Source: an optimization exercise on an open RTL-to-GDS flow (aim: small area, a short achievable clock period and few clock cycles). Production flows keep margins and buffers that such runs may drop.
RTL that was checked went through simulation tests only; none was proved equivalent to the original.
The RTL of runs 2 to 8 was laid out without a check of its function.
Power and IR drop assume default switching activity.

==> flow/run.sh <==
#!/bin/bash
# synth_recipe.tcl (not shown) runs the flow's synth.tcl, then flattens the netlist and writes it again
# the make line also repeats each setting of config.mk as NAME=value (left out here)
make -C /OpenROAD-flow-scripts/flow DESIGN_CONFIG=/design/flow/config.mk WORK_HOME=/design/flow/orfs CLKGATE_MAP_FILE= SYNTH_SCRIPT=/design/flow/synth_recipe.tcl finish
==> flow/config.mk <==
export PLATFORM = sky130hd
export DESIGN_NAME = ME
export DESIGN_NICKNAME = ME
export VERILOG_FILES = /design/flow/design.v
export SDC_FILE = /design/flow/constraint.sdc
export NUM_CORES = 8
export LEC_CHECK = 0
export ABC_CLOCK_PERIOD_IN_PS = 2200
export CAP_MARGIN = 20
export CORE_MARGIN = 2
export CORE_UTILIZATION = 60
export CTS_CLUSTER_DIAMETER = 100
export CTS_CLUSTER_SIZE = 30
export SETUP_SLACK_MARGIN = 3.3
export SLEW_MARGIN = 20
export TNS_END_PERCENT = 100
==> flow/constraint.sdc <==
create_clock -name core_clock -period 5.5 [get_ports {clk}]
set_input_delay 1.1000 -clock core_clock [delete_from_list [all_inputs] [get_ports {clk}]]
set_output_delay 1.1000 -clock core_clock [all_outputs]
set_load 0.01 [all_outputs]
==> flow/design.v <==
module ME(
    input clk,
    input rst_n,
    input block_valid,
    input area_valid,
    input [7:0] in_data,
    output logic out_valid,
    output logic signed [2:0] out_vector
);
logic [7:0] blk [0:15];
always_ff @(posedge clk)
    if (block_valid) begin
        for (int k = 0; k < 15; k++) blk[k] <= blk[k+1];
        blk[15] <= in_data;
    end
logic [7:0] pix;
always_ff @(posedge clk) pix <= in_data;
logic [7:0] adv [0:15];
logic       adc [0:15];
always_ff @(posedge clk)
    for (int k = 0; k < 16; k++)
        {adc[k], adv[k]} <= {1'b0, pix} + {1'b0, ~blk[k]};
function automatic [11:0] psmask(input integer s);
    integer n;
    n = (s / 8) * 4 + ((s % 8) < 3 ? (s % 8) : 3) + 1;    
    psmask = n == 1 ? 12'h0ff : n == 2 ? 12'h1ff : n <= 4 ? 12'h3ff : n <= 8 ? 12'h7ff : 12'hfff;
endfunction
logic [11:0] ps [0:27];
always_ff @(posedge clk)
    for (int s = 0; s < 28; s++)
        if (s % 8 < 4)
            ps[s] <= ((s == 0 ? 12'd0 : ps[s-1])
                      + {4'd0, adv[(s/8)*4 + s%8] ^ {8{~adc[(s/8)*4 + s%8]}}}
                      + {11'd0, adc[(s/8)*4 + s%8]}) & psmask(s);
        else
            ps[s] <= ps[s-1];
wire [11:0] sad = ps[27];
logic [5:0] idx0, idx1, idx2;
logic v0, v1, v2;
always_ff @(posedge clk, negedge rst_n)
    if (!rst_n) begin
        v0 <= 1'b0;
        v1 <= 1'b0;
        v2 <= 1'b0;
    end else begin
        v0 <= area_valid;
        v1 <= v0;
        v2 <= v1;
    end
always_ff @(posedge clk) begin
    idx0 <= block_valid ? 6'd0 : idx0 + {5'd0, v0};
    idx1 <= idx0;
    idx2 <= idx1;
end
wire win_ok = v2 && idx2[5:3] >= 3'd3 && idx2[2:0] >= 3'd3;
wire first  = idx2 == 6'd27;
logic [11:0] min_sad;
wire better = first || sad < min_sad;
logic [2:0] min_x, min_y;
wire [2:0] cur_x = idx2[2:0] - 3'd5;    
wire [2:0] cur_y = 3'd5 - idx2[5:3];    
always_ff @(posedge clk)
    if (win_ok && better) begin
        min_sad <= sad;
        min_x   <= cur_x;
        min_y   <= cur_y;
    end
wire last = v2 && idx2 == 6'd63;
logic second;
always_ff @(posedge clk, negedge rst_n)
    if (!rst_n) begin
        out_valid  <= 1'b0;
        second     <= 1'b0;
        out_vector <= 3'd0;
    end else begin
        second <= 1'b0;
        if (last) begin
            out_valid  <= 1'b1;
            out_vector <= better ? cur_x : min_x;
            second     <= 1'b1;
        end else if (second) begin
            out_vector <= min_y;
        end else begin
            out_valid  <= 1'b0;
            out_vector <= 3'd0;
        end
    end
endmodule
==> reports/metrics.csv, run 1 <==
stage,metric,value,unit
synthesis,synthTopCellsByCount,"dfxtp_1 (479), xnor2_1 (293), ha_1 (252), inv_1 (230), edfxtp_1 (146)",
layout,synthToLayoutAreaGrowth,7.82,%
power_and_ir_drop,fin_total_pwr,15.8,mW
synthesis,yosys.area.top_type,dfxtp_1,
critical_path,end_kind,output pin,
floorplan,num_rows,77,
run,drv_cap,0,
critical_path,regToRegStartpoint,adv[3][0]$_DFF_P_,
critical_path,slowest_stage,dfrtp_1,
synthesis,syn_area,26900,um^2
critical_path,reg2reg_depth,8,
layout,drive_gt1_share,8.35,%
floorplan,die_h,216,um
floorplan,core,44200,um^2
critical_path,crit_type,reg -> out,
synthesis,synthArstFlopShare,1.26,%
layout,fin_util,65.5,%
timing,setup_viol,0,
timing,finClkSkew,0.0380,ns
place,hpwlAfterDp,33700,um
critical_path,path_cells,buf_6,
grt,grt_start_max_net_pins,60,
layout,fin_cells,3012,
clock_network,cts_root_buf,clkbuf_16,
timing,tightestPinTransition,0.735,ns
synthesis,syn_inst,2342,
critical_path,crit_buf_inv,1,
timing,min_period_over_period,40.1,%
drt,via_per_inst,5.16,
clock_network,cts_tree,yes,
critical_path,critical_path_required,4.40,ns
floorplan,die_w,216,um
grt,grtUsageTotal,20.7,%
grt,overflow,0,
synthesis,ys.warnings.count,5,
timing,rsz0062_at_grt,true,
timing,fin_tns_setup,0,ns
run_status,status,no timing/DRC/antenna violations,
power_and_ir_drop,vdd_drop_max,0.447,mV
clock_network,cts_buffers,25,
power_and_ir_drop,power.density,547,nW/um^2
timing,max_slew_margin,51.0,%
grt,grt_pass1_vias,15400,
drt,drc_errors,0,
place,place_congestion,0.793,
synthesis,syn_area_per_cell,11.5,um^2
timing,fmax,453,MHz
place,port_buffers,15,
drt,postRouteAntennaNets,0,
synthesis,post-synth-top-count-cell,dfxtp_1,
synthesis,syn_nets,2637,
floorplan,start_util,60.8,%
timing,finalWorstSetupSlack,3.29,ns
drt,drt-pass1-iter-count,5,
synthesis,ys_types,67,
timing,timing.hold.ws,0.329,ns
drt,vias,15500,
clock_network,htree_levels,1,
timing,final.min_clock_period,2.21,ns
critical_path,start_kind,register,
clock_network,clock_sinks,633,
synthesis,synthDominantCellAreaShare,35.7,%
worst_hold_path,hp-class,reg -> reg,
drt,dr.first_iter.drc_count,837,
floorplan,ios,16,
layout,layout.nets,2701,
synthesis,synth_edf_count,146,
worst_hold_path,hold-path-endpoint,ps[14][5]$_DFF_P_,
synthesis,yosys_register_bits,633,
layout,antennaDiodeCount,0,
synthesis,synth.yosys.seq_area_share,52.7,%
critical_path,cp.arrival,1.11,ns
drt,finalWirelength,47500,um
critical_path,cp_top_family,flip-flops,
clock_network,cts_buffer_depth,3,
layout,final_cell_area,29000,um^2
clock_network,insertion_delay,0.59,ns
timing,hold_viol,0,
critical_path,cp_max_fo,2,
place,placed_area,27700,um^2
synthesis,synthFlopType,dfxtp_1,
grt,grt_pass1_wl,78600,um
drt,wire_per_inst,15.8,um
worst_hold_path,hold_depth,0,
floorplan,die_area,46500,um^2
synthesis,netlist_top_cells_area,"dfxtp_1 (36%), edfxtp_1 (16%), ha_1 (12%)",
timing,slew_violations,0,
critical_path,slowest_delay,0.40,ns
clock_network,path_clk_slew,0.11,ns
grt,antenna_found_initial,0,
clock_network,cts_hold_buf,0,
place,pre_cts_ws,2.74,ns
critical_path,r2r-end,ps[3][8]$_DFF_P_,
worst_hold_path,hp-start,ps[13][5]$_DFF_P_,
critical_path,rrSetupSlack,3.35,ns
place,dp_cells,2937,
power_and_ir_drop,cellLeakagePower,12.3,nW
==> cells by family (layout without fill, tap and decap cells) <==
family          after synthesis  after routing  share of synthesized area (%)
flops                       633            633                           52.7
mux                          19             19                          0.917
compound gates              408            408                           9.99
buf+inv                     247            325                           3.84
fa+ha+maj                   283            283                           14.0
xor+xnor                    348            348                           11.3
simple gates                404            404                           7.13
==> routing by layer <==
metal	vias up	GRT usage, %	share of wire (%)
li1	8030	-	-
met1	7296	30.8	51
met2	159	32.8	45
met3	61	1.95	2.2
met4	0	4.94	2.1
met5	-	0	0
==> worst max-delay path by stage <==
stage                                from                 end  cells after the start
global route               adc[9]$_DFF_P_  ps[17][10]$_DFF_P_                      9
detailed placement         pix[1]$_DFF_P_      adc[6]$_DFF_P_                      8
finish              out_valid$_DFFE_PN0P_           out_valid                      1
global placement           pix[1]$_DFF_P_   adv[0][6]$_DFF_P_                      8
floorplan                  pix[1]$_DFF_P_   adv[0][6]$_DFF_P_                      8
CTS                 out_valid$_DFFE_PN0P_           out_valid                      1
==> area by class of cell <==
type	count	area, um^2
clock inverter	3	33.8
inverter	230	867
clock buffer	38	674
multi-input combinational	1462	11900
timing repair buffer	54	472
sequential	633	14300
fill	3492	15200
tap	592	741
==> state kept, by name, indices dropped and copies added, names as in the netlist, 8 cells and up <==
name / count
adv: 128
blk: 128
min_sad: 12
ps: 309
adc: 16
pix: 8
==> repair_timing <==
action | CTS | global route
pin swaps | 10 | 17
resized for setup | 70 | 51
setup endpoints to repair | 152 | 98
setup buffers | 18 | 16
gates cloned | 0 | 0
==> placed cells by master (no fill, tap or decap), drive strengths merged, types with 21 or more instances in the layout <==
cell type,netlist,routed
dfxtp,479,479
xnor2,293,293
ha,252,252
inv,230,230
edfxtp,146,146
a21oi,136,136
nor2,128,128
nand2,122,122
o21ai,111,111
a21o,56,56
xor2,55,55
buf,16,44
clkbuf,1,38
nor2b,37,37
fa,31,31
nor3,28,28
nand2b,25,25
nand3,21,21
==> power breakdown <==
group	switching [mW]	leakage (nW)	internal (mW)	total, mW
Combinational	3.33	6.44	3.16	6.48
Sequential	0.777	5.56	6.35	7.13
Clock	1.35	0.341	0.872	2.22
Testbench counts, summed over its fixed seeds: cycles 43,520.
==> run 2: changes to the inputs <==
--- a/flow/design.v
+++ b/flow/design.v
@@ -16,8 +16,12 @@
 logic [7:0] pix;
-always_ff @(posedge clk) pix <= in_data;
-logic [7:0] adv [0:15];
-logic       adc [0:15];
-always_ff @(posedge clk)
-    for (int k = 0; k < 16; k++)
-        {adc[k], adv[k]} <= {1'b0, pix} + {1'b0, ~blk[k]};
+logic [15:0] gt;
+always_ff @(posedge clk) begin
+    pix <= in_data;
+    for (int k = 0; k < 16; k++) gt[k] <= in_data > blk[k];
+end
+function automatic [11:0] addabs(input [11:0] p, input [7:0] a, input [7:0] b, input g);
+    logic [7:0] m;
+    m = {8{~g}};
+    addabs = p + {4'hf, a ^ m} + {4'h0, ~b ^ m} + 12'd1;
+endfunction
 function automatic [11:0] psmask(input integer s);
@@ -31,5 +35,4 @@
         if (s % 8 < 4)
-            ps[s] <= ((s == 0 ? 12'd0 : ps[s-1])
-                      + {4'd0, adv[(s/8)*4 + s%8] ^ {8{~adc[(s/8)*4 + s%8]}}}
-                      + {11'd0, adc[(s/8)*4 + s%8]}) & psmask(s);
+            ps[s] <= addabs(s == 0 ? 12'd0 : ps[s-1], pix, blk[(s/8)*4 + s%8], gt[(s/8)*4 + s%8])
+                     & psmask(s);
         else
@@ -37,4 +40,4 @@
 wire [11:0] sad = ps[27];
-logic [5:0] idx0, idx1, idx2;
-logic v0, v1, v2;
+logic [5:0] idx0, idx1;
+logic v0, v1;
 always_ff @(posedge clk, negedge rst_n)
@@ -43,3 +46,2 @@
         v1 <= 1'b0;
-        v2 <= 1'b0;
     end else begin
@@ -47,3 +49,2 @@
         v1 <= v0;
-        v2 <= v1;
     end
@@ -52,6 +53,5 @@
     idx1 <= idx0;
-    idx2 <= idx1;
 end
-wire win_ok = v2 && idx2[5:3] >= 3'd3 && idx2[2:0] >= 3'd3;
-wire first  = idx2 == 6'd27;
+wire win_ok = v1 && idx1[5:3] >= 3'd3 && idx1[2:0] >= 3'd3;
+wire first  = idx1 == 6'd27;
 logic [11:0] min_sad;
@@ -59,4 +59,4 @@
 logic [2:0] min_x, min_y;
-wire [2:0] cur_x = idx2[2:0] - 3'd5;    
-wire [2:0] cur_y = 3'd5 - idx2[5:3];    
+wire [2:0] cur_x = idx1[2:0] - 3'd5;    
+wire [2:0] cur_y = 3'd5 - idx1[5:3];    
 always_ff @(posedge clk)
@@ -67,3 +67,3 @@
     end
-wire last = v2 && idx2 == 6'd63;
+wire last = v1 && idx1 == 6'd63;
 logic second;
==> flow/config.mk (replaced) <==
export PLATFORM = sky130hd
export DESIGN_NAME = ME
export DESIGN_NICKNAME = ME
export VERILOG_FILES = /design/flow/design.v
export SDC_FILE = /design/flow/constraint.sdc
export NUM_CORES = 8
export LEC_CHECK = 0
export ABC_CLOCK_PERIOD_IN_PS = 2500
export CAP_MARGIN = 20
export CORE_MARGIN = 2
export CORE_UTILIZATION = 40
export SETUP_SLACK_MARGIN = 3.0
export SLEW_MARGIN = 20
export TNS_END_PERCENT = 100
==> run 2 against run 1 <==
Clock power grew 65%; first-iteration DRC count grew 7.9%; worst setup slack lost 0.92 ns; die area grew 52%; hold slack lost 0.0090 ns; final area grew 17%; global-route usage shrank 4.1 points; critical endpoint is now ps[19][9]$_DFF_P_; largest cell class is now multi-input combinational cells; largest power group is now combinational logic.
==> reports/metrics.csv, run 2 <==
stage,metric,value,unit
run_status,status,no timing/DRC/antenna violations,
layout,antennaDiodeCount,0,
layout,largest_reg_flops,309,
layout,mostFrequentLayoutCell,inv_1,
critical_path,slowest_delay,0.52,ns
clock_network,path_clk_slew,0.06,ns
grt,antenna_found_initial,0,
layout,final_cell_area,34000,um^2
worst_hold_path,hp-class,reg -> reg,
timing,fin_tns_setup,0,ns
critical_path,reg2reg_depth,14,
drt,drt-pass1-iter-count,5,
floorplan,num_rows,96,
synthesis,synth.yosys.seq_area_share,41.8,%
synthesis,synthFlopType,dfxtp_1,
run,drv_cap,0,
critical_path,r2r-end,ps[19][9]$_DFF_P_,
critical_path,slowest_stage,fa_1,
clock_network,insertion_delay,0.60,ns
place,placed_area,29100,um^2
power_and_ir_drop,power.density,731,nW/um^2
place,hpwlAfterDp,38600,um
synthesis,syn_nets,3019,
clock_network,cts_tree,yes,
layout,drive_gt1_share,21.1,%
layout,top_register,ps,
timing,min_period_over_period,56.9,%
critical_path,cp_common_cell,buf_12,
power_and_ir_drop,cellLeakagePower,16.1,nW
drt,via_per_inst,4.73,
power_and_ir_drop,clkPwrFrac,14.8,%
synthesis,syn_area,27500,um^2
critical_path,rrSetupSlack,2.37,ns
synthesis,syn_inst,2572,
synthesis,yosys_register_bits,498,
drt,drc_errors,0,
floorplan,ios,16,
drt,dr.first_iter.drc_count,903,
synthesis,syn_area_per_cell,10.7,um^2
synthesis,post-synth-top-count-cell,inv_1,
timing,fmax,319,MHz
grt,overflow,0,
critical_path,crit_type,reg -> reg,
critical_path,cp.arrival,3.60,ns
critical_path,end_kind,register,
critical_path,critical_path_required,5.97,ns
power_and_ir_drop,internal_power,15.7,mW
clock_network,cts_root_buf,clkbuf_16,
timing,hold_viol,0,
power_and_ir_drop,p_sw,9.17,mW
power_and_ir_drop,vdd_drop_max,0.531,mV
clock_network,cts_buffer_depth,3,
timing,finClkSkew,0.0246,ns
critical_path,regToRegStartpoint,pix[1]$_DFF_P_,
synthesis,ys.warnings.count,3,
timing,setup_viol,0,
place,place_congestion,0.785,
synthesis,synthDominantCellAreaShare,25.2,%
power_and_ir_drop,p_seq_share,23.7,%
clock_network,clock_sinks,498,
timing,tightestPinTransition,0.929,ns
timing,final.min_clock_period,3.13,ns
synthesis,yosys.area.top_type,dfxtp_1,
timing,max_slew_margin,38.1,%
floorplan,die_area,70700,um^2
floorplan,die_h,266,um
grt,grt_start_max_net_pins,71,
grt,grt_pass1_wl,94500,um
grt,grtUsageTotal,16.7,%
worst_hold_path,hp-start,ps[13][2]$_DFF_P_,
power_and_ir_drop,combPwrFrac,61.5,%
drt,postRouteAntennaNets,0,
floorplan,core,68200,um^2
synthesis,netlist_top_cells_area,"dfxtp_1 (25%), edfxtp_1 (16%), ha_1 (14%)",
clock_network,cts_hold_buf,0,
synthesis,synthTopCellsByCount,"inv_1 (553), dfxtp_1 (345), ha_1 (315), xnor2_1 (251), xor2_1 (152)",
critical_path,start_kind,register,
drt,finalWirelength,58600,um
floorplan,start_util,40.2,%
place,port_buffers,15,
clock_network,cts_buffers,52,
clock_network,htree_levels,2,
floorplan,die_w,266,um
critical_path,crit_end,ps[19][9]$_DFF_P_,
synthesis,synthArstFlopShare,1.41,%
grt,grt_pass1_vias,18800,
timing,rsz0062_at_grt,true,
critical_path,path_cells,buf_12 -> buf_12 -> xor2_4 -> fa_1 -> inv_2 -> ha_4 -> a21o_1 -> a21oi_2 -> nor2b_1 -> o21a_1 -> o41ai_4 -> buf_4 -> o21bai_1 -> xor2_1,
power_and_ir_drop,swShare,36.9,%
layout,final_cell_mix,"inv_1 (535), dfxtp_1 (322), ha_1 (289), xnor2_1 (217), edfxtp_1 (146)",
layout,layout.nets,3253,
critical_path,critical_path.startpoint,pix[1]$_DFF_P_,
critical_path,cp_max_fo,4,
drt,vias,17700,
timing,slew_violations,0,
synthesis,synth_edf_count,146,
layout,synthToLayoutAreaGrowth,23.8,%
synthesis,ys_types,65,
drt,wire_per_inst,15.7,um
-- run 2: cell count changes after synthesis, sizes merged, moves of 14 or more --
cell,previous run,this run
a21o,56,96
o41ai,19,5
o21ai,111,80
dfxtp,479,345
inv,230,554
xor2,55,152
ha,252,315
nor3,28,8
nand2,122,43
nand4,5,37
fa,31,120
clkbuf,1,31
xnor2,293,251
nor2,128,35
-- run 2: layout make-up --
type                            count  area, um^2
Clock buffer                       72        1620
Fill cell                        5972       34200
Multi-Input combinational cell   1467       15200
Timing Repair Buffer              233        2230
Inverter                          554        2080
Clock inverter                     24         195
Tap cell                          882        1100
Sequential cell                   498       11500
-- run 2: cells by family (layout without fill, tap and decap cells) --
family	after synthesis	in the layout	share of synthesized area [%]
xor gates and xnor gates	403	403	12.9
AOI/OAI and AO/OA	406	406	9.18
muxes	5	5	0.182
buffers and inverters	607	883	8.59
DFF	498	498	41.8
adders and majority gates	437	437	23.2
and+or+nand+nor	216	216	4.25
-- run 2: critical path: cells and delay by family (launching register included) --
| kind | cells | cell delay (ns) |
|---|---|---|
| buffers and inverters | 4 | 0.51 |
| XOR/XNOR | 2 | 0.29 |
| adder cells (fa/ha/maj) | 2 | 0.72 |
| AO/OA/AOI/OAI | 5 | 1.00 |
| flip-flops | 1 | 0.40 |
| AND/OR/NAND/NOR | 1 | 0.07 |
-- run 2: timing repair --
item,in CTS,in global routing
endpoints found under the setup margin,165,117
pin swaps,173,138
gates resized for setup,189,102
setup buffers,153,49
-- run 2: how the worst min path moves through the flow --
stage                                    to  depth (start not counted)
after floorplan           ps[12][0]$_DFF_P_                          0
after global placement    ps[13][2]$_DFF_P_                          0
after detailed placement  ps[12][1]$_DFF_P_                          0
after CTS                 ps[12][1]$_DFF_P_                          0
after global routing      ps[12][1]$_DFF_P_                          0
final                     ps[14][2]$_DFF_P_                          0
-- run 2: per-layer routing --
metal	up-vias	share of wire, %	global-route usage (%)
li1	8698	-	-
met1	8572	44	21.0
met2	284	50	29.4
met3	105	3.8	2.47
met4	0	2.5	5.10
met5	-	0	0
-- run 2: power by group through the flow --
| stage | Clock [mW] | Combinational, mW | Sequential (mW) |
|---|---|---|---|
| floorplan | 0 | 9.13 | 5.68 |
| global placement | 0 | 10.5 | 5.98 |
| detailed placement | 0 | 10.8 | 5.99 |
| CTS | 3.75 | 13.7 | 5.92 |
| global route | 3.88 | 17.0 | 6.04 |
| finish | 3.67 | 15.3 | 5.89 |
-- run 2: per-stage QoR --
step	util (%)	cells	hold slack [ns]	worst slack [ns]	power [mW]
3_5_place_dp	42.7	3432	0.312	1.84	16.8
3_3_place_gp	42.7	3432	0.311	1.90	16.5
4_1_cts	48.5	3681	0.323	2.41	23.3
6_report	49.8	3730	0.320	2.37	24.8
5_1_grt	49.8	3730	0.327	2.26	26.9
2_1_floorplan	-	2572	0.310	2.38	14.8
==> run 3: changes to the inputs <==
--- a/flow/config.mk
+++ b/flow/config.mk
@@ -7,3 +7,3 @@
 export LEC_CHECK = 0
-export ABC_CLOCK_PERIOD_IN_PS = 2500
+export ABC_CLOCK_PERIOD_IN_PS = 2200
 export CAP_MARGIN = 20
@@ -11,3 +11,3 @@
 export CORE_UTILIZATION = 40
-export SETUP_SLACK_MARGIN = 3.0
+export SETUP_SLACK_MARGIN = 3.3
 export SLEW_MARGIN = 20
==> run 3 against run 2 <==
Still clean; area after synthesis stayed put; utilization down 0.21 points; count of clock-buffer cells in the layout rose by 7; synthesized cell count unchanged; critical endpoint is now ps[26][11]$_DFF_P_; largest power group unchanged.
==> reports/metrics.csv, run 3 <==
stage,metric,value,unit
grt,overflow,0,
floorplan,die_area,70700,um^2
grt,grt_pass1_vias,18400,
grt,grtUsageTotal,16.5,%
floorplan,num_rows,96,
synthesis,synth_edf_count,146,
place,placed_area,29200,um^2
critical_path,cp_max_fo,2,
clock_network,cts_buffer_depth,3,
clock_network,cts_tree,yes,
synthesis,ys.warnings.count,3,
timing,timing.hold.ws,0.321,ns
layout,mostFrequentLayoutCell,inv_1,
timing,rsz0062_at_grt,true,
drt,finalWirelength,58000,um
layout,multi_input_area,15000,um^2
place,pre_cts_ws,1.82,ns
clock_network,clock_sinks,498,
clock_network,cts_root_buf,clkbuf_16,
timing,fmax,319,MHz
place,dp_cells,3433,
synthesis,netlist_top_cells_area,"dfxtp_1 (25%), edfxtp_1 (16%), ha_1 (14%)",
synthesis,ys_types,65,
run,drv_cap,0,
critical_path,start_kind,register,
synthesis,synthTopCellsByCount,"inv_1 (553), dfxtp_1 (345), ha_1 (315), xnor2_1 (251), xor2_1 (152)",
layout,final_cell_mix,"inv_1 (533), dfxtp_1 (321), ha_1 (295), xnor2_1 (217), edfxtp_1 (146)",
layout,drive_gt1_share,20.8,%
run_status,status,no timing/DRC/antenna violations,
drt,via_per_inst,4.72,
critical_path,cp.arrival,3.67,ns
critical_path,crit_type,reg -> reg,
timing,tightestPinTransition,1.07,ns
layout,n_fill_cell,6041,
layout,fin_util,49.6,%
grt,grt_start_max_net_pins,72,
timing,max_slew_margin,28.6,%
timing,fin_tns_setup,0,ns
synthesis,post-synth-top-count-cell,inv_1,
synthesis,synthFlopType,dfxtp_1,
layout,largest_reg_flops,309,
timing,setup_viol,0,
synthesis,syn_area_per_cell,10.7,um^2
synthesis,syn_area,27500,um^2
grt,antenna_found_initial,0,
grt,grt_pass1_wl,93200,um
drt,dr.first_iter.drc_count,756,
timing,final.min_clock_period,3.13,ns
synthesis,synthArstFlopShare,1.41,%
timing,slew_violations,0,
critical_path,critical_path_required,6.03,ns
layout,layout.nets,3235,
layout,synthToLayoutAreaGrowth,23.2,%
clock_network,insertion_delay,0.61,ns
timing,hold_viol,0,
synthesis,synthDominantCellAreaShare,25.2,%
synthesis,syn_inst,2572,
power_and_ir_drop,fin_total_pwr,24.0,mW
power_and_ir_drop,cellLeakagePower,16.1,nW
timing,min_period_over_period,57.0,%
drt,drt-pass1-iter-count,5,
layout,fin_cells,3715,
floorplan,die_h,266,um
place,port_buffers,15,
clock_network,cts_buffers,54,
floorplan,start_util,40.2,%
place,place_congestion,0.819,
layout,final_cell_area,33800,um^2
floorplan,ios,16,
clock_network,path_clk_slew,0.06,ns
timing,finalWorstSetupSlack,2.37,ns
synthesis,synth.yosys.seq_area_share,41.8,%
timing,finClkSkew,0.0148,ns
drt,wire_per_inst,15.6,um
layout,top_register,ps,
power_and_ir_drop,power.density,710,nW/um^2
worst_hold_path,hp-class,reg -> reg,
synthesis,yosys_register_bits,498,
drt,drc_errors,0,
floorplan,die_w,266,um
layout,seqCellArea,11500,um^2
drt,vias,17500,
drt,postRouteAntennaNets,0,
place,hpwlAfterDp,38400,um
layout,antennaDiodeCount,0,
floorplan,core,68200,um^2
synthesis,syn_nets,3019,
power_and_ir_drop,vdd_drop_max,0.364,mV
clock_network,htree_levels,2,
critical_path,end_kind,register,
synthesis,yosys.area.top_type,dfxtp_1,
-- run 3: area by class of cell --
class | instances | share of cell area, %
repair buffers | 213 | 6.30
well taps | 882 | 3.26
clock inverters | 22 | 0.573
inverters | 554 | 6.16
clock buffers | 79 | 5.11
multi-input cells | 1467 | 44.5
flip-flops and latches | 498 | 34.1
-- run 3: power by group --
| group | internal (mW) | switching (mW) | total [mW] | leakage (nW) |
|---|---|---|---|---|
| logic | 7.52 | 6.80 | 14.3 | 10.7 |
| registers | 5.34 | 0.564 | 5.90 | 4.42 |
| clock network | 2.29 | 1.53 | 3.81 | 0.960 |
-- run 3: worst paths after layout --
path	startpoint	to	slack, ns	cells past startpoint
max in group asynchronous	rst_n	v1$_DFF_PN0_	4.48	1
setup / recovery	blk[14][1]$_DFFE_PP_	ps[26][11]$_DFF_P_	2.37	12
hold reg to reg	ps[13][3]$_DFF_P_	ps[14][3]$_DFF_P_	0.32	0
hold / removal	ps[13][3]$_DFF_P_	ps[14][3]$_DFF_P_	0.32	0
setup reg to reg	blk[14][1]$_DFFE_PP_	ps[26][11]$_DFF_P_	2.37	12
min in group asynchronous	rst_n	out_vector[1]$_DFF_PN0_	0.77	1
-- run 3: worst max-delay path, stage by stage, from the launching register on --
cell	delay, ns
edfxtp_1	0.48
xnor2_2	0.18
fa_1	0.50
inv_2	0.07
ha_4	0.23
a21o_1	0.17
a21oi_2	0.17
nor2b_1	0.06
o21a_1	0.19
o41a_1	0.36
a221o_1	0.36
a21oi_2	0.16
xnor2_1	0.12
-- run 3: cells by family after synthesis --
family                     synth area share [%]
adders and majority gates                  23.2
and+or+nand+nor                            4.25
muxes                                     0.182
DFF                                        41.8
buffers and inverters                      8.59
xor gates and xnor gates                   12.9
AOI/OAI and AO/OA                          9.18
-- run 3: layer usage --
metal  vias to the layer above  GRT usage, %  wire, um  share of wire (%)
met5                         -             0         0                  0
met4                         0          4.86      1630                2.8
met3                       117          2.60      2000                3.5
met2                       235          28.8     28400                 49
met1                      8491          21.0     25900                 45
li1                       8690             -         -                  -
-- run 3: timing repair --
action / in CTS / in global routing
pin swaps: 131 / 99
setup endpoints to repair: 196 / 175
endpoints found under the hold margin: 0 / 0
gates resized for setup: 205 / 99
hold buffers: 0 / 0
buffers inserted: 139 / 39
gates cloned: 1 / 2
==> run 4: changes to the inputs <==
==> flow/design.v (replaced) <==
module ME(
    input clk,
    input rst_n,
    input block_valid,
    input area_valid,
    input [7:0] in_data,
    output logic out_valid,
    output logic signed [2:0] out_vector
);
logic [7:0] nblk [0:15];
always_ff @(posedge clk)
    if (block_valid) begin
        for (int k = 0; k < 15; k++) nblk[k] <= nblk[k+1];
        nblk[15] <= ~in_data;
    end
logic [7:0] pix;
always_ff @(posedge clk) pix <= in_data;
logic [7:0] adv [0:15];
logic       adc [0:15];
always_ff @(posedge clk)
    for (int k = 0; k < 16; k++)
        {adc[k], adv[k]} <= {1'b0, pix} + {1'b0, nblk[k]};
function automatic [11:0] psmask(input integer s);
    integer n;
    n = (s / 8) * 4 + ((s % 8) < 3 ? (s % 8) : 3) + 1;    
    psmask = n == 1 ? 12'h0ff : n == 2 ? 12'h1ff : n <= 4 ? 12'h3ff : n <= 8 ? 12'h7ff : 12'hfff;
endfunction
logic [11:0] ps [0:27];
always_ff @(posedge clk)
    for (int s = 0; s < 28; s++)
        if (s % 8 < 4)
            ps[s] <= ((s == 0 ? 12'd0 : ps[s-1])
                      + {4'd0, adv[(s/8)*4 + s%8] ^ {8{~adc[(s/8)*4 + s%8]}}}
                      + {11'd0, adc[(s/8)*4 + s%8]}) & psmask(s);
        else
            ps[s] <= ps[s-1];
wire [11:0] sad = ps[27];
logic [5:0] idx;
logic v0, v1, v2;
always_ff @(posedge clk, negedge rst_n)
    if (!rst_n) begin
        v0 <= 1'b0;
        v1 <= 1'b0;
        v2 <= 1'b0;
    end else begin
        v0 <= area_valid;
        v1 <= v0;
        v2 <= v1;
    end
always_ff @(posedge clk)
    idx <= block_valid ? 6'd0 : idx + {5'd0, v2};
wire win_ok = v2 && idx[5:3] >= 3'd3 && idx[2:0] >= 3'd3;
wire first  = idx == 6'd27;
logic [11:0] nmin;    
wire better = first || sad < ~nmin;
logic [2:0] min_x, min_y;
wire [2:0] cur_x = idx[2:0] - 3'd5;    
wire [2:0] cur_y = 3'd5 - idx[5:3];    
always_ff @(posedge clk)
    if (win_ok && better) begin
        nmin    <= ~sad;
        min_x   <= cur_x;
        min_y   <= cur_y;
    end
wire last = v2 && idx == 6'd63;
logic second;
always_ff @(posedge clk, negedge rst_n)
    if (!rst_n) begin
        out_valid  <= 1'b0;
        second     <= 1'b0;
        out_vector <= 3'd0;
    end else begin
        second    <= last;
        out_valid <= last || second;
        if (last)
            out_vector <= better ? cur_x : min_x;
        else if (second)
            out_vector <= min_y;
        else
            out_vector <= 3'd0;
    end
endmodule
--- a/flow/config.mk
+++ b/flow/config.mk
@@ -10,3 +10,5 @@
 export CORE_MARGIN = 2
-export CORE_UTILIZATION = 40
+export CORE_UTILIZATION = 60
+export CTS_CLUSTER_DIAMETER = 100
+export CTS_CLUSTER_SIZE = 30
 export SETUP_SLACK_MARGIN = 3.3
==> run 4 against run 3 <==
Synthesized cell count fell by 14%; area after synthesis fell by 4.1%; sequential share of layout area is 15 points higher; wire length down 18%; hold slack improved by 0.011 ns; utilization increased by 16 points; first-iteration DRC count shrank 1.7%; sequential cell count increased by 123; via count decreased by 11%; critical endpoint is now out_vector[2]; largest cell class is now flip-flops and latches.
==> reports/metrics.csv, run 4 <==
stage,metric,value,unit
place,port_buffers,15,
place,hpwlAfterDp,34400,um
floorplan,die_h,214,um
critical_path,cp_top_family,flip-flops,
critical_path,end_kind,output pin,
synthesis,netlist_top_cells_area,"dfxtp_1 (35%), edfxtp_1 (17%), ha_1 (12%)",
timing,min_period_over_period,39.6,%
drt,via_per_inst,5.43,
layout,antennaDiodeCount,0,
timing,slew_violations,0,
layout,largest_reg_flops,309,
floorplan,die_w,214,um
floorplan,die_area,45600,um^2
clock_network,cts_hold_buf,0,
clock_network,cts_root_buf,clkbuf_16,
power_and_ir_drop,cellLeakagePower,11.9,nW
grt,grt_pass1_vias,15500,
critical_path,path_cells,buf_2,
run,drv_cap,0,
timing,fin_tns_setup,0,ns
synthesis,synthDominantCellAreaShare,35.5,%
synthesis,syn_area,26300,um^2
timing,setup_viol,0,
synthesis,yosys.area.top_type,dfxtp_1,
grt,grt_start_max_net_pins,75,
drt,drt-pass1-iter-count,4,
layout,drive_gt1_share,8.01,%
critical_path,critical_path_required,4.40,ns
clock_network,cts_buffers,24,
layout,top_register,ps,
floorplan,core,43200,um^2
timing,fmax,459,MHz
floorplan,start_util,61.0,%
synthesis,synth.yosys.seq_area_share,52.9,%
layout,mostFrequentLayoutCell,dfxtp_1,
drt,wire_per_inst,16.6,um
place,placed_area,27200,um^2
clock_network,path_clk_slew,0.11,ns
critical_path,cp_max_fo,1,
worst_hold_path,hold_depth,0,
power_and_ir_drop,fin_total_pwr,15.5,mW
synthesis,post-synth-top-count-cell,dfxtp_1,
drt,vias,15600,
synthesis,ys_types,76,
clock_network,clock_sinks,621,
timing,tightestPinTransition,1.02,ns
critical_path,crit_buf_inv,1,
timing,finClkSkew,0.0219,ns
timing,rsz0062_at_grt,true,
synthesis,synthTopCellsByCount,"dfxtp_1 (467), xnor2_1 (260), ha_1 (252), edfxtp_1 (146), a21oi_1 (136)",
layout,layout.nets,2564,
layout,fin_util,65.9,%
critical_path,slowest_delay,0.38,ns
clock_network,htree_levels,1,
critical_path,cp.arrival,1.08,ns
critical_path,start_kind,register,
synthesis,ys.warnings.count,5,
grt,grtUsageTotal,21.2,%
drt,postRouteAntennaNets,0,
run_status,status,no timing/DRC/antenna violations,
critical_path,reg2reg_depth,8,
layout,final_cell_mix,"dfxtp_1 (445), xnor2_1 (257), ha_1 (251), edfxtp_1 (146), nor2_1 (119)",
grt,antenna_found_initial,0,
critical_path,rrSetupSlack,3.33,ns
floorplan,ios,16,
synthesis,syn_inst,2217,
synthesis,syn_area_per_cell,11.9,um^2
floorplan,num_rows,76,
power_and_ir_drop,vdd_drop_max,0.355,mV
critical_path,crit_type,reg -> out,
timing,timing.hold.ws,0.333,ns
drt,drc_errors,0,
worst_hold_path,hp-class,reg -> reg,
synthesis,synthArstFlopShare,1.29,%
power_and_ir_drop,power.density,544,nW/um^2
drt,dr.first_iter.drc_count,743,
drt,finalWirelength,47600,um
clock_network,insertion_delay,0.58,ns
timing,final.min_clock_period,2.18,ns
grt,overflow,0,
timing,hold_viol,0,
layout,final_cell_area,28500,um^2
grt,grt_pass1_wl,77500,um
clock_network,cts_tree,yes,
critical_path,slowest_stage,dfrtp_1,
synthesis,synth_edf_count,146,
critical_path,cp_num_cells,1,
place,place_congestion,0.820,
clock_network,cts_buffer_depth,3,
synthesis,yosys_register_bits,621,
synthesis,syn_nets,2512,
timing,max_slew_margin,32.3,%
synthesis,synthFlopType,dfxtp_1,
layout,synthToLayoutAreaGrowth,8.02,%
run 4: changes by cell type in the layout (fill, tap and decap cells not counted), moves of 40 or more:
| cell | previous run | this run |
|---|---|---|
| a21oi_2 | 78 | 26 |
| fa_1 | 105 | 23 |
| buf_4 | 118 | 22 |
| nor2_1 | 25 | 119 |
| xor2_1 | 133 | 66 |
| xnor2_1 | 217 | 257 |
| buf_6 | 61 | 3 |
| inv_1 | 533 | 95 |
| a21oi_1 | 66 | 109 |
| dfxtp_1 | 321 | 445 |
| ha_1 | 295 | 251 |
run 4: path summary, 6_finish.rpt:
kind	start	to
max	out_vector[2]$_DFF_PN0_	out_vector[2]
min	ps[5][5]$_DFF_P_	ps[6][5]$_DFF_P_
max reg2reg	pix[0]$_DFF_P_	adv[14][6]$_DFF_P_
min reg2reg	ps[5][5]$_DFF_P_	ps[6][5]$_DFF_P_
max in group asynchronous	rst_n	v1$_DFF_PN0_
min in group asynchronous	rst_n	out_vector[2]$_DFF_PN0_
run 4: timing repair:
item                                    4_1_cts  5_1_grt
setup buffers                                 4       15
endpoints found under the setup margin      102       98
pin swaps                                     5       24
cloned                                        0        3
gates resized for setup                      58       65
run 4: where the power goes:
part	switching [mW]	total (mW)	internal (mW)	leakage, nW
logic	3.33	6.34	3.01	6.13
registers	0.733	6.97	6.24	5.46
clock network	1.30	2.16	0.861	0.329
run 4: cell families (layout without fill, tap and decap cells):
family,Yosys count,count (layout),share of synthesized area [%]
AO/OA/AOI/OAI,488,488,12.4
multiplexers,21,21,0.907
XOR/XNOR,326,326,10.8
AND/OR/NAND/NOR,365,365,6.87
flip-flops,621,621,52.9
buffers and inverters,113,180,1.78
adder cells (fa/ha/maj),283,283,14.3
run 4: through the flow:
step,worst slack [ns],std cells
floorplan,3.25,2217
global placement,2.87,2806
detailed placement,2.83,2806
CTS,3.27,2851
global route,3.23,2869
finish,3.32,2869
run 4: layout make-up:
| class | instances | area (um^2) |
|---|---|---|
| clock buffer | 39 | 678 |
| tap | 585 | 732 |
| sequential | 621 | 14000 |
| timing repair buffer | 44 | 424 |
| fill | 3397 | 14700 |
| inverter | 95 | 357 |
| clock inverter | 2 | 12.5 |
| multi-input combinational | 1483 | 12300 |
run 4: routing by layer:
metal | share of wire (%) | global-route usage (%) | up-vias
met5 | 0 | 0 | -
met4 | 1.9 | 4.12 | 0
met3 | 2.4 | 2.15 | 55
met2 | 47 | 36.2 | 175
met1 | 48 | 29.6 | 7406
li1 | - | - | 7953
==> run 5: changes to the inputs <==
--- a/flow/design.v
+++ b/flow/design.v
@@ -15,4 +15,7 @@
     end
-logic [7:0] pix;
-always_ff @(posedge clk) pix <= in_data;
+logic [7:0] pix [0:12];
+always_ff @(posedge clk) begin
+    pix[0] <= in_data;
+    for (int d = 1; d < 13; d++) pix[d] <= pix[d-1];
+end
 logic [7:0] adv [0:15];
@@ -21,18 +24,12 @@
     for (int k = 0; k < 16; k++)
-        {adc[k], adv[k]} <= {1'b0, pix} + {1'b0, nblk[k]};
+        {adc[k], adv[k]} <= {1'b0, pix[12 - 4*(k/4)]} + {1'b0, nblk[k]};
 function automatic [11:0] psmask(input integer s);
-    integer n;
-    n = (s / 8) * 4 + ((s % 8) < 3 ? (s % 8) : 3) + 1;    
-    psmask = n == 1 ? 12'h0ff : n == 2 ? 12'h1ff : n <= 4 ? 12'h3ff : n <= 8 ? 12'h7ff : 12'hfff;
+    psmask = s == 0 ? 12'h0ff : s == 1 ? 12'h1ff : s <= 3 ? 12'h3ff : s <= 7 ? 12'h7ff : 12'hfff;
 endfunction
-logic [11:0] ps [0:27];
+logic [11:0] ps [0:15];
 always_ff @(posedge clk)
-    for (int s = 0; s < 28; s++)
-        if (s % 8 < 4)
-            ps[s] <= ((s == 0 ? 12'd0 : ps[s-1])
-                      + {4'd0, adv[(s/8)*4 + s%8] ^ {8{~adc[(s/8)*4 + s%8]}}}
-                      + {11'd0, adc[(s/8)*4 + s%8]}) & psmask(s);
-        else
-            ps[s] <= ps[s-1];
-wire [11:0] sad = ps[27];
+    for (int s = 0; s < 16; s++)
+        ps[s] <= ((s == 0 ? 12'd0 : ps[s-1])
+                  + {4'd0, adv[s] ^ {8{~adc[s]}}} + {11'd0, adc[s]}) & psmask(s);
+wire [11:0] sad = ps[15];
 logic [5:0] idx;
==> run 5 against run 4 <==
Critical endpoint is now out_vector[1]; total power fell by 4.5%; largest power group is now combinational logic; still clean on timing, DRC and antenna; worst setup slack got worse by 0.034 ns; maximum frequency fell by 1.5%; critical path type unchanged; clock skew fell by 0.0017 ns.
==> reports/metrics.csv, run 5 <==
stage,metric,value,unit
critical_path,end_kind,output pin,
drt,drt-pass1-iter-count,6,
critical_path,crit_buf_inv,1,
critical_path,crit_type,reg -> out,
place,dp_cells,2674,
synthesis,post-synth-top-count-cell,dfxtp_1,
layout,drive_gt1_share,7.74,%
floorplan,core,41100,um^2
run,drv_cap,0,
drt,finalWirelength,45000,um
drt,wire_per_inst,16.4,um
synthesis,syn_nets,2441,
layout,synthToLayoutAreaGrowth,8.44,%
layout,layout.nets,2488,
critical_path,critical_path_required,4.40,ns
clock_network,clock_sinks,585,
drt,vias,14800,
synthesis,synth_edf_count,146,
power_and_ir_drop,power.density,542,nW/um^2
synthesis,netlist_top_cells_area,"dfxtp_1 (34%), edfxtp_1 (17%), ha_1 (13%)",
synthesis,synthArstFlopShare,1.37,%
grt,overflow,0,
synthesis,syn_area,25100,um^2
layout,final_cell_area,27200,um^2
critical_path,cp_top_family,flip-flops,
layout,fin_cells,2741,
layout,final_cell_mix,"dfxtp_1 (401), xnor2_1 (284), ha_1 (250), edfxtp_1 (146), nor2_1 (126)",
synthesis,synthTopCellsByCount,"dfxtp_1 (431), xnor2_1 (295), ha_1 (252), edfxtp_1 (146), nor2_1 (127)",
critical_path,rrSetupSlack,3.35,ns
timing,finClkSkew,0.0203,ns
critical_path,critical_path.startpoint,out_vector[1]$_DFF_PN0_,
timing,final.min_clock_period,2.21,ns
place,placed_area,25900,um^2
critical_path,start_kind,register,
timing,fin_tns_setup,0,ns
timing,max_slew_margin,38.6,%
power_and_ir_drop,fin_total_pwr,14.8,mW
floorplan,die_w,209,um
floorplan,die_area,43500,um^2
critical_path,path_cells,buf_6,
clock_network,cts_tree,yes,
timing,hold_viol,0,
timing,tightestPinTransition,0.922,ns
synthesis,synthDominantCellAreaShare,34.3,%
worst_hold_path,hp-class,reg -> reg,
run_status,status,no timing/DRC/antenna violations,
drt,drc_errors,0,
grt,grt_start_max_net_pins,135,
place,port_buffers,15,
floorplan,ios,16,
critical_path,regToRegStartpoint,nmin[8]$_DFFE_PP_,
synthesis,ys.warnings.count,6,
critical_path,cp.arrival,1.11,ns
clock_network,cts_root_buf,clkbuf_16,
floorplan,die_h,209,um
grt,antenna_found_initial,0,
synthesis,syn_area_per_cell,11.7,um^2
clock_network,path_clk_slew,0.11,ns
synthesis,syn_inst,2146,
grt,grt_pass1_wl,72900,um
timing,slew_violations,0,
layout,largest_reg_flops,177,
power_and_ir_drop,cellLeakagePower,11.2,nW
worst_hold_path,hp-start,pix[9][5]$_DFF_P_,
clock_network,cts_buffers,23,
layout,top_register,ps,
synthesis,ys_types,65,
grt,grt_pass1_vias,14600,
timing,finalWorstSetupSlack,3.29,ns
synthesis,synthFlopType,dfxtp_1,
clock_network,cts_buffer_depth,3,
drt,dr.first_iter.drc_count,729,
critical_path,cp_max_fo,1,
timing,min_period_over_period,40.3,%
power_and_ir_drop,vdd_drop_max,0.355,mV
clock_network,htree_levels,1,
floorplan,num_rows,74,
synthesis,synth.yosys.seq_area_share,52.6,%
floorplan,start_util,61.1,%
synthesis,yosys.area.top_type,dfxtp_1,
clock_network,insertion_delay,0.58,ns
drt,postRouteAntennaNets,0,
place,hpwlAfterDp,33300,um
critical_path,slowest_delay,0.41,ns
critical_path,slowest_stage,dfrtp_1,
place,pre_cts_ws,3.06,ns
place,place_congestion,0.853,
drt,via_per_inst,5.40,
synthesis,yosys_register_bits,585,
clock_network,cts_hold_buf,0,
timing,setup_viol,0,
layout,mostFrequentLayoutCell,dfxtp_1,
grt,grtUsageTotal,20.6,%
timing,fmax,452,MHz
timing,rsz0062_at_grt,true,
layout,antennaDiodeCount,0,
==> run 5: repair_timing <==
item                                    in CTS  in global routing
resized for setup                           65                 83
pin swaps                                   13                 26
hold endpoints to repair                     0                  0
buffers inserted                            18                  7
gates cloned                                 0                  1
endpoints found under the setup margin      65                 93
==> run 5: worst paths after layout <==
kind	endpoint	cells past startpoint
min reg2reg	pix[10][5]$_DFF_P_	0
min	pix[10][5]$_DFF_P_	0
min in group asynchronous	out_vector[0]$_DFF_PN0_	1
max reg2reg	nmin[5]$_DFFE_PP_	7
max	out_vector[1]	1
max in group asynchronous	v2$_DFF_PN0_	1
==> run 5: routing by layer <==
layer | share of wire (%) | global-route usage, % | vias up
li1 | - | - | 7586
met5 | 0 | 0 | -
met4 | 2.1 | 4.48 | 0
met2 | 46 | 34.3 | 168
met3 | 2.6 | 2.18 | 54
met1 | 49 | 29.3 | 6988
==> run 5: area by class of cell <==
| class | instances | area (um^2) |
|---|---|---|
| sequential | 585 | 13300 |
| clock buffer | 39 | 636 |
| fill | 3195 | 13900 |
| multi-input combinational | 1443 | 11900 |
| timing repair buffer | 42 | 392 |
| clock inverter | 2 | 25.0 |
| tap | 532 | 666 |
| inverter | 98 | 368 |
==> run 5: kinds of logic after synthesis <==
family / after synthesis / share of synthesized area, %
AND/OR/NAND/NOR: 373 / 6.90
multiplexers: 20 / 0.842
XOR/XNOR: 340 / 11.9
adder cells (fa/ha/maj): 283 / 15.0
flip-flops: 585 / 52.6
AO/OA/AOI/OAI: 427 / 10.9
buffers and inverters: 118 / 1.87
==> run 5: through the flow <==
stage | hold slack (ns) | util, %
CTS | 0.328 | 65.3
finish | 0.329 | 66.3
global placement | 0.310 | 63.0
detailed placement | 0.312 | 63.0
global route | 0.340 | 66.3
floorplan | 0.310 | -
==> run 5: power breakdown <==
| group | total [mW] | switching (mW) | internal (mW) |
|---|---|---|---|
| registers | 6.26 | 0.720 | 5.54 |
| logic | 6.46 | 3.30 | 3.16 |
| clock network | 2.05 | 1.24 | 0.812 |
==> run 6: changes to the inputs <==
--- a/flow/config.mk
+++ b/flow/config.mk
@@ -10,3 +10,3 @@
 export CORE_MARGIN = 2
-export CORE_UTILIZATION = 60
+export CORE_UTILIZATION = 75
 export CTS_CLUSTER_DIAMETER = 100
==> run 6 against run 5 <==
Total power up 1.6%; utilization up 16 points; critical path depth grew 7; non-clock buffer count grew 19; clock skew is 0.0053 ns lower; via count rose by 4.3%; combinational power increased by 3.9%.
==> reports/metrics.csv, run 6 <==
stage,metric,value,unit
clock_network,path_clk_slew,0.11,ns
critical_path,reg2reg_depth,8,
synthesis,yosys_register_bits,585,
floorplan,die_h,187,um
timing,fin_tns_setup,0,ns
critical_path,crit_type,reg -> reg,
drt,via_per_inst,5.77,
layout,drive_gt1_share,9.07,%
timing,tightestPinTransition,0.601,ns
grt,grt_pass1_vias,15500,
drt,postRouteAntennaNets,0,
layout,synthToLayoutAreaGrowth,8.80,%
layout,largest_reg_flops,177,
power_and_ir_drop,internal_power,9.60,mW
layout,fin_util,82.1,%
drt,vias,15400,
synthesis,yosys.area.top_type,dfxtp_1,
synthesis,synth_edf_count,146,
grt,grt_util_met3,2.31,%
synthesis,ys_types,65,
grt,busiest_layer,met2,
grt,grt_pass1_wl,75500,um
critical_path,cp.arrival,2.68,ns
timing,final.min_clock_period,2.22,ns
timing,fmax,451,MHz
grt,grtUsageTotal,26.5,%
synthesis,synth.yosys.seq_area_share,52.6,%
power_and_ir_drop,vdd_drop_max,0.375,mV
run,drv_cap,0,
worst_hold_path,hold_depth,0,
floorplan,num_rows,67,
critical_path,end_kind,register,
clock_network,cts_tree,yes,
place,port_buffers,15,
floorplan,die_area,35000,um^2
drt,finalWirelength,46800,um
power_and_ir_drop,p_seq_share,41.6,%
power_and_ir_drop,power.density,549,nW/um^2
worst_hold_path,hp-start,pix[5][7]$_DFF_P_,
grt,use_met2,47.5,%
layout,top_register,ps,
grt,overflow,0,
drt,drc_errors,0,
synthesis,synthArstFlopShare,1.37,%
synthesis,synthFlopType,dfxtp_1,
layout,antennaDiodeCount,0,
power_and_ir_drop,clkPwrFrac,13.7,%
place,dp_cells,2591,
worst_hold_path,hp-class,reg -> reg,
critical_path,r2r-end,ps[13][10]$_DFF_P_,
power_and_ir_drop,p_sw,5.41,mW
layout,seqCellArea,13300,um^2
grt,grtUsageMet1,34.9,%
timing,max_slew_margin,59.9,%
floorplan,start_util,75.5,%
timing,slew_violations,0,
worst_hold_path,hold-path-endpoint,pix[6][7]$_DFF_P_,
timing,min_period_over_period,40.3,%
critical_path,critical_path_required,5.96,ns
layout,fin_cells,2676,
drt,drt-pass1-iter-count,7,
timing,hold_viol,0,
timing,rsz0062_at_grt,true,
floorplan,die_w,187,um
power_and_ir_drop,combPwrFrac,44.7,%
layout,multi_input_area,11900,um^2
run_status,status,no timing/DRC/antenna violations,
synthesis,netlist_top_cells_area,"dfxtp_1 (34%), edfxtp_1 (17%), ha_1 (13%)",
layout,final_cell_mix,"dfxtp_1 (403), xnor2_1 (279), ha_1 (249), edfxtp_1 (146), nor2_1 (126)",
clock_network,cts_buffer_depth,3,
grt,antenna_found_initial,0,
clock_network,htree_levels,1,
floorplan,core,33300,um^2
synthesis,post-synth-top-count-cell,dfxtp_1,
synthesis,syn_area,25100,um^2
grt,grt_start_max_net_pins,61,
timing,finClkSkew,0.0150,ns
clock_network,cts_root_buf,clkbuf_16,
critical_path,regToRegStartpoint,adc[13]$_DFF_P_,
layout,layout.nets,2507,
critical_path,rrSetupSlack,3.28,ns
floorplan,ios,16,
synthesis,syn_nets,2441,
layout,mostFrequentLayoutCell,dfxtp_1,
power_and_ir_drop,cellLeakagePower,11.3,nW
place,hpwlAfterDp,33500,um
drt,dr.first_iter.drc_count,944,
clock_network,insertion_delay,0.56,ns
synthesis,synthTopCellsByCount,"dfxtp_1 (431), xnor2_1 (295), ha_1 (252), edfxtp_1 (146), nor2_1 (127)",
place,place_congestion,0.823,
power_and_ir_drop,swShare,36.1,%
drt,wire_per_inst,17.5,um
clock_network,cts_buffers,23,
layout,n_fill_cell,1908,
critical_path,start_kind,register,
synthesis,syn_area_per_cell,11.7,um^2
critical_path,cp_max_fo,6,
synthesis,ys.warnings.count,6,
power_and_ir_drop,fin_total_pwr,15.0,mW
synthesis,synthDominantCellAreaShare,34.3,%
synthesis,syn_inst,2146,
clock_network,clock_sinks,585,
timing,setup_viol,0,
[run 6: worst max-delay path by stage]
stage | start | to | slack (ns) | depth (start not counted)
finish | adc[13]$_DFF_P_ | ps[13][10]$_DFF_P_ | 3.28 | 8
global route | adc[13]$_DFF_P_ | ps[13][10]$_DFF_P_ | 3.20 | 8
CTS | out_valid$_DFF_PN0_ | out_valid | 3.19 | 1
detailed placement | block_valid | nblk[0][1]$_DFFE_PP_ | 2.76 | 2
global placement | block_valid | nblk[1][1]$_DFFE_PP_ | 2.82 | 2
floorplan | adc[13]$_DFF_P_ | ps[13][10]$_DFF_P_ | 3.30 | 9
[run 6: final cells by class]
cell class                 instances  share of cell area (%)
sequential                       585                    48.6
clock inverter                     2                  0.0916
multi-input combinational       1443                    43.7
clock buffer                      39                    2.33
tap                              448                    2.05
timing repair buffer              61                    1.90
inverter                          98                    1.35
[run 6: metal layers]
layer	part of all wire, %	vias up	routed length, um
met4	2.1	0	1010
li1	-	7638	-
met3	3.2	75	1480
met5	0	-	0
met1	44	7452	20700
met2	50	274	23600
[run 6: worst max-delay path: stages (launching register included)]
cell and delay (ns):
dfxtp_4 0.40, mux2_4 0.29, fa_2 0.35, a21o_1 0.20, a211oi_2 0.25, nor2_1 0.09, o41ai_2 0.26, nor2_1 0.12
xor2_1 0.16
[run 6: cells by family (layout without fill, tap and decap cells)]
logic type               after synthesis  after routing  synth area share (%)
buffers and inverters                118            200                  1.87
AO/OA/AOI/OAI                        427            427                  10.9
XOR/XNOR                             340            340                  11.9
multiplexers                          20             20                 0.842
flip-flops                           585            585                  52.6
adder cells (fa/ha/maj)              283            283                  15.0
AND/OR/NAND/NOR                      373            373                  6.90
[run 6: through the flow]
step | worst slack [ns] | hold WS (ns) | area, um^2
after detailed placement | 2.76 | 0.312 | 25800
final | 3.28 | 0.333 | 27300
after global routing | 3.20 | 0.336 | 27300
after global placement | 2.82 | 0.310 | 25800
after CTS | 3.19 | 0.335 | 26800
after floorplan | 3.30 | 0.310 | 25200
[run 6: power by group through the flow]
| stage | sequential (mW) | combinational, mW | clock (mW) |
|---|---|---|---|
| after floorplan | 6.02 | 4.93 | 0 |
| after global placement | 6.30 | 5.74 | 0 |
| after detailed placement | 6.30 | 6.00 | 0 |
| after CTS | 6.22 | 6.35 | 2.08 |
| after global routing | 6.35 | 7.46 | 2.23 |
| final | 6.25 | 6.71 | 2.05 |
[run 6: timing repair]
| item | CTS | global route |
|---|---|---|
| resized for setup | 76 | 81 |
| hold buffers | 0 | 0 |
| buffers inserted | 27 | 16 |
| pin swaps | 17 | 36 |
| endpoints found under the setup margin | 70 | 107 |
| hold endpoints to repair | 0 | 0 |
| cloned | 0 | 1 |
==> run 7: changes to the inputs <==
--- a/flow/config.mk
+++ b/flow/config.mk
@@ -10,5 +10,5 @@
 export CORE_MARGIN = 2
-export CORE_UTILIZATION = 75
-export CTS_CLUSTER_DIAMETER = 100
-export CTS_CLUSTER_SIZE = 30
+export CORE_UTILIZATION = 60
+export CTS_CLUSTER_DIAMETER = 60
+export CTS_CLUSTER_SIZE = 40
 export SETUP_SLACK_MARGIN = 3.3
==> run 7 against run 6 <==
Final area grew 2.8%; clock skew grew 0.011 ns; register-to-register slack gained 0.04 ns; critical endpoint is now out_vector[1]; critical path depth shrank 7; highest routed layer unchanged; largest cell class unchanged; hold slack lost 0.013 ns.
==> reports/metrics.csv, run 7 <==
stage,metric,value,unit
critical_path,critical_path.startpoint,out_vector[1]$_DFF_PN0_,
synthesis,synthFlopType,dfxtp_1,
place,port_buffers,15,
layout,antennaDiodeCount,0,
clock_network,insertion_delay,0.58,ns
drt,finalWirelength,45800,um
critical_path,slowest_delay,0.41,ns
floorplan,die_w,209,um
timing,finalWorstSetupSlack,3.29,ns
place,place_congestion,0.853,
clock_network,cts_buffers,38,
floorplan,core,41100,um^2
synthesis,syn_inst,2146,
synthesis,ys_types,65,
synthesis,ys.warnings.count,6,
critical_path,path_cells,buf_6,
run_status,status,no timing/DRC/antenna violations,
layout,top_register,ps,
floorplan,start_util,61.1,%
layout,mostFrequentLayoutCell,dfxtp_1,
worst_hold_path,hp-start,pix[3][4]$_DFF_P_,
clock_network,cts_buffer_depth,3,
layout,seqCellArea,13300,um^2
timing,hold_viol,0,
drt,via_per_inst,5.36,
drt,vias,14900,
timing,max_slew_margin,40.4,%
synthesis,yosys.area.top_type,dfxtp_1,
floorplan,ios,16,
clock_network,clock_sinks,585,
synthesis,synth_edf_count,146,
synthesis,syn_area,25100,um^2
timing,fin_tns_setup,0,ns
synthesis,synth.yosys.seq_area_share,52.6,%
timing,final.min_clock_period,2.21,ns
synthesis,post-synth-top-count-cell,dfxtp_1,
layout,largest_reg_flops,177,
clock_network,path_clk_slew,0.09,ns
critical_path,start_kind,register,
layout,layout.nets,2514,
place,pre_cts_ws,3.06,ns
timing,rsz0062_at_grt,true,
synthesis,syn_area_per_cell,11.7,um^2
timing,tightestPinTransition,0.895,ns
layout,synthToLayoutAreaGrowth,11.8,%
power_and_ir_drop,vdd_drop_max,0.357,mV
drt,postRouteAntennaNets,0,
grt,grt_start_max_net_pins,135,
grt,antenna_found_initial,0,
critical_path,crit_buf_inv,1,
layout,multi_input_area,11900,um^2
critical_path,crit_type,reg -> out,
grt,grt_pass1_vias,14700,
grt,grtUsageTotal,21.1,%
drt,drt-pass1-iter-count,4,
critical_path,slowest_stage,dfrtp_1,
timing,min_period_over_period,40.1,%
clock_network,cts_root_buf,clkbuf_16,
critical_path,regToRegStartpoint,nmin[8]$_DFFE_PP_,
critical_path,end_kind,output pin,
layout,n_fill_cell,3075,
layout,final_cell_mix,"dfxtp_1 (403), xnor2_1 (282), ha_1 (250), edfxtp_1 (146), nor2_1 (126)",
timing,setup_viol,0,
power_and_ir_drop,cellLeakagePower,11.6,nW
clock_network,htree_levels,2,
clock_network,cts_tree,yes,
timing,finClkSkew,0.0259,ns
place,hpwlAfterDp,33300,um
drt,wire_per_inst,16.5,um
critical_path,cp_max_fo,1,
timing,fmax,453,MHz
synthesis,synthTopCellsByCount,"dfxtp_1 (431), xnor2_1 (295), ha_1 (252), edfxtp_1 (146), nor2_1 (127)",
worst_hold_path,hp-class,reg -> reg,
synthesis,synthArstFlopShare,1.37,%
drt,dr.first_iter.drc_count,778,
grt,grt_pass1_wl,73900,um
grt,overflow,0,
synthesis,syn_nets,2441,
floorplan,num_rows,74,
floorplan,die_area,43500,um^2
critical_path,critical_path_required,4.40,ns
layout,drive_gt1_share,10.1,%
floorplan,die_h,209,um
drt,drc_errors,0,
critical_path,cp_top_family,flip-flops,
power_and_ir_drop,power.density,571,nW/um^2
synthesis,yosys_register_bits,585,
run,drv_cap,0,
critical_path,cp.arrival,1.11,ns
synthesis,netlist_top_cells_area,"dfxtp_1 (34%), edfxtp_1 (17%), ha_1 (13%)",
clock_network,cts_hold_buf,0,
timing,slew_violations,0,
synthesis,synthDominantCellAreaShare,34.3,%
-- run 7: cell families after synthesis --
logic type,count (synthesis),share of synthesized area [%]
compound gates,427,10.9
xor+xnor,340,11.9
fa+ha+maj,283,15.0
buf+inv,118,1.87
flops,585,52.6
mux,20,0.842
simple gates,373,6.90
-- run 7: metal layers --
layer  part of all wire, %  track usage (%)
met4                   2.4             5.89
met1                    49             29.5
met5                     0                0
met3                   2.7             3.16
met2                    46             34.4
-- run 7: cell type report --
cell class / count / share of cell area [%]
sequential: 585 / 47.3
tap: 532 / 2.37
clock buffer: 45 / 3.78
multi-input combinational: 1443 / 42.2
clock inverter: 25 / 1.33
timing repair buffer: 53 / 1.70
inverter: 98 / 1.31
-- run 7: through the flow --
step	utilization, %	cells	hold slack [ns]	power [mW]	area, um^2
after floorplan	-	2146	0.310	11.0	25200
final	68.3	2781	0.320	16.0	28100
after detailed placement	63.0	2674	0.312	12.3	25900
after global placement	63.0	2674	0.310	12.2	25900
after global routing	68.3	2781	0.327	17.2	28100
after CTS	67.2	2769	0.318	15.9	27600
-- run 7: report_power, final --
part | internal (mW) | switching, mW
Sequential | 5.54 | 0.724
Clock | 1.60 | 1.63
Combinational | 3.22 | 3.33
-- run 7: worst paths after layout --
kind                       slack, ns  cells past startpoint                       to
max                             3.29                      1            out_vector[1]
max in group asynchronous       4.44                      1         second$_DFF_PN0_
min in group asynchronous       0.80                      1  out_vector[0]$_DFF_PN0_
min                             0.32                      0        pix[4][4]$_DFF_P_
min reg2reg                     0.32                      0        pix[4][4]$_DFF_P_
max reg2reg                     3.32                      8  out_vector[2]$_DFF_PN0_
-- run 7: repair_timing --
action                     4_1_cts  5_1_grt
setup endpoints to repair       61       89
gates cloned                     0        1
resized for setup               61       82
hold endpoints to repair         0        0
setup buffers                   25       11
pin swaps                       14       30
==> run 8: changes to the inputs <==
--- a/flow/config.mk
+++ b/flow/config.mk
@@ -11,4 +11,4 @@
 export CORE_UTILIZATION = 60
-export CTS_CLUSTER_DIAMETER = 60
-export CTS_CLUSTER_SIZE = 40
+export CTS_CLUSTER_DIAMETER = 80
+export CTS_CLUSTER_SIZE = 35
 export SETUP_SLACK_MARGIN = 3.3
==> run 8 against run 7 <==
Register-to-register slack improved by 0.02 ns; sequential power about the same; die area unchanged; worst setup slack got worse by 0.029 ns; largest cell class unchanged; sequential cell count unchanged; wire length decreased by 1.0%; clock power decreased by 27%; critical endpoint unchanged; synthesized cell count unchanged; non-clock buffer count decreased by 2; total power decreased by 5.3%; critical path depth unchanged; area after synthesis unchanged.
==> reports/metrics.csv, run 8 <==
stage,metric,value,unit
run_status,status,no timing/DRC/antenna violations,
power_and_ir_drop,power.density,551,nW/um^2
clock_network,path_clk_slew,0.12,ns
synthesis,ys_types,65,
timing,hold_viol,0,
floorplan,core,41100,um^2
synthesis,yosys.area.top_type,dfxtp_1,
clock_network,cts_buffer_depth,3,
grt,grtUsageTotal,20.7,%
timing,fin_tns_setup,0,ns
synthesis,yosys_register_bits,585,
power_and_ir_drop,cellLeakagePower,11.3,nW
critical_path,start_kind,register,
drt,via_per_inst,5.38,
critical_path,critical_path_required,4.40,ns
floorplan,die_h,209,um
layout,final_cell_mix,"dfxtp_1 (401), xnor2_1 (282), ha_1 (250), edfxtp_1 (146), nor2_1 (126)",
critical_path,end_kind,output pin,
critical_path,crit_type,reg -> out,
critical_path,slowest_stage,dfrtp_1,
layout,synthToLayoutAreaGrowth,9.73,%
floorplan,die_area,43500,um^2
grt,grt_start_max_net_pins,135,
layout,largest_reg_flops,177,
grt,overflow,0,
grt,antenna_found_initial,0,
layout,fin_cells,2755,
drt,drt-pass1-iter-count,5,
synthesis,syn_nets,2441,
critical_path,slowest_delay,0.42,ns
timing,setup_viol,0,
clock_network,insertion_delay,0.60,ns
place,port_buffers,15,
worst_hold_path,hold-path-endpoint,pix[3][6]$_DFF_P_,
timing,tightestPinTransition,0.892,ns
synthesis,post-synth-top-count-cell,dfxtp_1,
run,drv_cap,0,
timing,fmax,447,MHz
drt,finalWirelength,45300,um
synthesis,synthDominantCellAreaShare,34.3,%
critical_path,r2r-end,ps[13][8]$_DFF_P_,
layout,drive_gt1_share,9.22,%
critical_path,rrSetupSlack,3.34,ns
clock_network,cts_tree,yes,
clock_network,cts_buffers,25,
timing,slew_violations,0,
layout,mostFrequentLayoutCell,dfxtp_1,
power_and_ir_drop,vdd_drop_max,0.366,mV
place,dp_cells,2674,
clock_network,htree_levels,1,
layout,multi_input_area,11900,um^2
synthesis,synthTopCellsByCount,"dfxtp_1 (431), xnor2_1 (295), ha_1 (252), edfxtp_1 (146), nor2_1 (127)",
critical_path,cp_max_fo,1,
drt,wire_per_inst,16.4,um
worst_hold_path,hp-class,reg -> reg,
layout,fin_util,67.1,%
floorplan,die_w,209,um
critical_path,crit_buf_inv,1,
synthesis,syn_area,25100,um^2
drt,postRouteAntennaNets,0,
critical_path,path_cells,buf_6,
synthesis,netlist_top_cells_area,"dfxtp_1 (34%), edfxtp_1 (17%), ha_1 (13%)",
place,hpwlAfterDp,33300,um
synthesis,synth.yosys.seq_area_share,52.6,%
worst_hold_path,hp-start,pix[2][6]$_DFF_P_,
timing,min_period_over_period,40.7,%
drt,dr.first_iter.drc_count,673,
layout,n_fill_cell,3140,
layout,layout.nets,2499,
worst_hold_path,hold_depth,0,
grt,grt_pass1_wl,73300,um
synthesis,ys.warnings.count,6,
floorplan,ios,16,
floorplan,start_util,61.1,%
synthesis,syn_inst,2146,
synthesis,synthArstFlopShare,1.37,%
critical_path,cp.arrival,1.14,ns
layout,top_register,ps,
drt,vias,14800,
power_and_ir_drop,fin_total_pwr,15.2,mW
floorplan,num_rows,74,
synthesis,synth_edf_count,146,
place,place_congestion,0.853,
timing,max_slew_margin,40.6,%
synthesis,syn_area_per_cell,11.7,um^2
timing,finClkSkew,0.0214,ns
layout,antennaDiodeCount,0,
synthesis,synthFlopType,dfxtp_1,
clock_network,cts_root_buf,clkbuf_16,
grt,grt_pass1_vias,14600,
critical_path,regToRegStartpoint,adc[13]$_DFF_P_,
clock_network,clock_sinks,585,
timing,final.min_clock_period,2.24,ns
layout,seqCellArea,13300,um^2
drt,drc_errors,0,
critical_path,cp_top_family,flip-flops,
timing,rsz0062_at_grt,true,
critical_path,reg2reg_depth,8,
[run 8: cell count changes in the layout (fill, tap and decap cells not counted), sizes merged]
cell / before / now
bufinv: 2 / 0
clkinv: 11 / 7
buf: 42 / 40
inv: 110 / 109
clkbuf: 46 / 29
[run 8: routing by layer]
metal  wire length (um)  vias up  share of wire, %  GRT usage [%]
li1                   -     7635                 -              -
met5                  0        -                 0              0
met4               1070        0               2.4           4.93
met3               1010       64               2.2           2.18
met1              22100     6996                49           29.2
met2              21100      138                47           34.6
[run 8: worst max-delay path by stage]
| stage | cells after the start | to | start |
|---|---|---|---|
| floorplan | 9 | ps[13][10]$_DFF_P_ | adc[13]$_DFF_P_ |
| global placement | 8 | ps[6][10]$_DFF_P_ | adc[6]$_DFF_P_ |
| detailed placement | 8 | ps[6][10]$_DFF_P_ | adc[6]$_DFF_P_ |
| CTS | 1 | out_vector[1] | out_vector[1]$_DFF_PN0_ |
| global route | 1 | out_vector[1] | out_vector[1]$_DFF_PN0_ |
| finish | 1 | out_vector[1] | out_vector[1]$_DFF_PN0_ |
[run 8: kinds of logic (layout without fill, tap and decap cells)]
family          count (synthesis)  after routing  synth area share (%)
compound gates                427            427                  10.9
flops                         585            585                  52.6
fa+ha+maj                     283            283                  15.0
mux                            20             20                 0.842
buf+inv                       118            195                  1.87
xor+xnor                      340            340                  11.9
simple gates                  373            373                  6.90
[run 8: power breakdown]
| group | total [mW] | switching (mW) | internal (mW) |
|---|---|---|---|
| Clock | 2.36 | 1.41 | 0.953 |
| Sequential | 6.26 | 0.728 | 5.54 |
| Combinational | 6.55 | 3.33 | 3.23 |
[run 8: what timing repair did]
action | in CTS | in global routing
hold buffers | 0 | 0
setup buffers | 22 | 12
pin swaps | 15 | 31
resized for setup | 65 | 89
setup endpoints to repair | 64 | 93
cloned | 0 | 1
[run 8: per-stage QoR]
| stage | setup slack, ns | area [um^2] | hold WS [ns] |
|---|---|---|---|
| floorplan | 3.30 | 25200 | 0.310 |
| global placement | 3.16 | 25900 | 0.310 |
| detailed placement | 3.06 | 25900 | 0.312 |
| CTS | 3.23 | 27100 | 0.335 |
| global route | 3.22 | 27600 | 0.343 |
| finish | 3.26 | 27600 | 0.332 |
[run 8: cell type report]
| class | instances | share of cell area [%] |
|---|---|---|
| clock buffers | 28 | 2.38 |
| clock inverters | 18 | 0.831 |
| inverters | 98 | 1.33 |
| multi-input cells | 1443 | 43.1 |
| flip-flops and latches | 585 | 48.2 |
| well taps | 532 | 2.41 |
| repair buffers | 51 | 1.72 |

Check on run 8: ideal ports give 3.264 ns setup slack; a clkbuf_16 on the clock port and buf_2 on the inputs give 3.208 ns; moving port delays by the midpoint clock arrival (0.641 ns) as well gives 3.210 ns.
